Context: an optimization exercise on an open-source flow, tuned for small area, a short achievable clock period and few clock cycles per item. The choices shown serve that exercise and are no tape-out recipe.
The RTL was checked by simulation tests, not by an equivalence proof against the original design.
Power is estimated from default activity; no workload was simulated.

// el2_exu_div_ctl
module el2_exu_div_ctl
  (
   input logic           clk,                        
   input logic           rst_l,                      
   input logic           dp_valid,                   
   input logic           dp_unsign,                  
   input logic           dp_rem,                     
   input logic  [31:0]   dividend,                   
   input logic  [31:0]   divisor,                    
   input logic           cancel,                     
   output logic          finish_dly,                 
   output logic [31:0]   out                         
  );
Size: about 1600 cells after synthesis, roughly 0.013 mm^2 of cells after synthesis.
==> flow/config.mk <==
export PLATFORM = sky130hd
export DESIGN_NAME = el2_exu_div_ctl
export DESIGN_NICKNAME = el2_exu_div_ctl
export VERILOG_FILES = /design/flow/design.v
export SDC_FILE = /design/flow/constraint.sdc
export NUM_CORES = 8
export LEC_CHECK = 0
export CAP_MARGIN = 40
export CORE_MARGIN = 2
export CORE_UTILIZATION = 40
export SETUP_SLACK_MARGIN = 5
export SLEW_MARGIN = 40
export SYNTH_HIERARCHICAL = 1
export SYNTH_MINIMUM_KEEP_SIZE = 0
==> flow/constraint.sdc <==
create_clock -name core_clock -period 12.0 [get_ports {clk}]
set_input_delay 2.4000 -clock core_clock [delete_from_list [all_inputs] [get_ports {clk}]]
set_output_delay 2.4000 -clock core_clock [all_outputs]
set_load 0.01 [all_outputs]
standard.sh (not shown) runs the stock make flow with config.mk's settings and CLKGATE_MAP_FILE= SYNTH_SCRIPT=/design/flow/synth_recipe.tcl, a recipe that flattens the netlist after the stock synthesis.
==> flow/flow/run.sh <==
#!/bin/bash
set -euo pipefail
MARGIN=${MARGIN:-6.8}
sed -E "s/SETUP_SLACK_MARGIN=[^ ]+/SETUP_SLACK_MARGIN=${MARGIN}/" standard.sh > standard_margin.sh
bash standard_margin.sh > flow.log 2>&1
Testbench counts at the start, summed over its fixed seeds: cycles 18,134, items 3,200.
Change:
Settings changed: CORE_UTILIZATION 40 to 25.
Core utilization decreases by 17 points.
Non-clock buffer count came out higher by 9.
Cell area goes up by a few percent.
Worst setup slack is worse by 0.014 ns.
Global-route usage falls by 7.3 points.
Clock power goes up by a few percent.
Critical path depth fell by 10.
Change:
--- a/flow/flow/run.sh
+++ b/flow/flow/run.sh
@@ -3 +3 @@
-MARGIN=${MARGIN:-6.8}
+MARGIN=${MARGIN:-7.0}
Settings changed: CORE_UTILIZATION 25 to 40.
=>
- The new run finished clean
- synthesized area is unchanged
- utilization is higher by 20 points
- final area is higher by 3.1%

Another version of the RTL of el2_exu_div_ctl (not shown whole).
For scale: about 1300 cells after synthesis, about 12000 um^2 of cells after synthesis.
## el2_exu_div_ctl
module el2_exu_div_ctl
  (
   input logic           clk,                        
   input logic           rst_l,                      
   input logic           dp_valid,                   
   input logic           dp_unsign,                  
   input logic           dp_rem,                     
   input logic  [31:0]   dividend,                   
   input logic  [31:0]   divisor,                    
   input logic           cancel,                     
   output logic          finish_dly,                 
   output logic [31:0]   out                         
  );
   logic        sv_ff;                  
   logic        it_ff;                  
   logic        fin_ff;                 
   logic [3:0]  cnt_ff;                 
   logic        busy, last;
   logic [31:0] r_ff;                   
   logic [31:0] q_ff;                   
   logic [32:0] b_ff;                   
  ...
clock: 12.0 ns
lec_check: 0
cap_margin: 40
core_margin: 2
core_utilization: 40
setup_slack_margin: 5
slew_margin: 40
synth_hierarchical: 1
synth_minimum_keep_size: 0
==> flow/flow/run.sh <==
#!/bin/bash
# The standard layout (standard.sh), with these changes in how the layout is made:
#  - every input and output port still gets its own buffer, but a plain buf_1
#    (OpenROAD's buffer_ports -buffer_cell) instead of the default delay buffer;
#    the resizer upsizes it where timing needs;
#  - any further ORFS variables listed in flow/extra_vars (one NAME=value per line).
# make's output goes to flow.log; ORFS keeps each step's own log under orfs/logs.
set -euo pipefail
MARGIN=${MARGIN:-7.0}
PORTBUF=${PORTBUF:-sky130_fd_sc_hd__buf_1}
EXTRA="'BUFFER_PORTS_ARGS=-buffer_cell ${PORTBUF}'"
if [[ -f flow/extra_vars ]]; then
  while read -r line; do
    [[ -z "$line" || "$line" == \#* ]] && continue
    EXTRA="$EXTRA '$line'"
  done < flow/extra_vars
fi
sed -E -e "s/SETUP_SLACK_MARGIN=[^ ]+/SETUP_SLACK_MARGIN=${MARGIN}/" \
       -e "s|CLKGATE_MAP_FILE= |CLKGATE_MAP_FILE= ${EXTRA} |" \
       standard.sh > standard_mod.sh
grep -q "BUFFER_PORTS_ARGS" standard_mod.sh
bash standard_mod.sh > flow.log 2>&1
==> flow/flow/extra_vars <==
SKIP_INCREMENTAL_REPAIR=1
The first run completed without violations.
Testbench counts at the start, summed over its fixed seeds: cycles 18,134, items 3,200.
Rerun with:
--- a/flow/flow/run.sh
+++ b/flow/flow/run.sh
@@ -7,5 +7,5 @@
 # make's output goes to flow.log; ORFS keeps each step's own log under orfs/logs.
 set -euo pipefail
-MARGIN=${MARGIN:-7.0}
+MARGIN=${MARGIN:-6.8}
 PORTBUF=${PORTBUF:-sky130_fd_sc_hd__buf_1}
 EXTRA="'BUFFER_PORTS_ARGS=-buffer_cell ${PORTBUF}'"
--- a/flow/config.mk
+++ b/flow/config.mk
@@ -9,4 +9,5 @@
 export CORE_MARGIN = 2
 export CORE_UTILIZATION = 40
+export CTS_BUF_LIST = sky130_fd_sc_hd__clkbuf_8
 export SETUP_SLACK_MARGIN = 5
 export SLEW_MARGIN = 40
After rerunning: The changed run produced a clean layout. Critical path depth shrinks by 11. Synthesized area is unchanged. Final cell count goes down by 1.0%.
Rerun with:
==> flow/flow/extra_vars (replaced) <==
SKIP_INCREMENTAL_REPAIR=1
SETUP_MOVE_SEQUENCE=unbuffer,sizeup,swap
--- a/flow/config.mk
+++ b/flow/config.mk
@@ -9,5 +9,4 @@
 export CORE_MARGIN = 2
 export CORE_UTILIZATION = 40
-export CTS_BUF_LIST = sky130_fd_sc_hd__clkbuf_8
 export SETUP_SLACK_MARGIN = 5
 export SLEW_MARGIN = 40
Effect: Routed wire length drops by 0.55%; global-route usage fell by 0.14 points; flip-flop and latch count does not change; final cell count came out lower by 0.86%; total power goes up by 3.7%; via count stays flat; count of clock-buffer cells in the layout is unchanged; worst hold slack stays flat; setup slack is worse by 470 ps.

port drivers added, routing unchanged:
The flow's constraints put no driver on any port. The routed layouts listed below were extracted and timed again, unchanged, in two steps. Step 1, drivers: a clkbuf_16 drives clk and a buf_2 each remaining input, both assumed. Step 2, shift: input delay + t, output delay - t, t = (earliest + latest rising clock arrival at the registers) / 2. This alone moves slack from input paths to output paths. a / b / c = ideal / step 1 / step 2; a / b = the first two.
run	t, ns	slack for setup (ns)	latest minus earliest clock arrival (ns)	worst slew at a driven data input, ns
the first run of note 1	0.407	6.805 / 6.757 / 6.835	0.012 / 0.013	0.04
the second run of note 1	0.422	6.791 / 6.769 / 6.769	0.017 / 0.017	0.05
the third run of note 1	0.407	6.871 / 6.851 / 6.851	0.010 / 0.010	0.04
the first run of note 2	0.409	6.843 / 6.843 / 6.843	0.013 / 0.013	0.05
the second run of note 2	0.452	6.768 / 6.726 / 6.769	0.018 / 0.018	0.05
the third run of note 2	0.416	6.299 / 6.299 / 6.299	0.011 / 0.010	0.05
After both steps setup and hold are still met in every run listed. The setup slack of the second run of note 1, which loses most, moves by -0.022 ns with the drivers and by -0.022 ns with both steps.
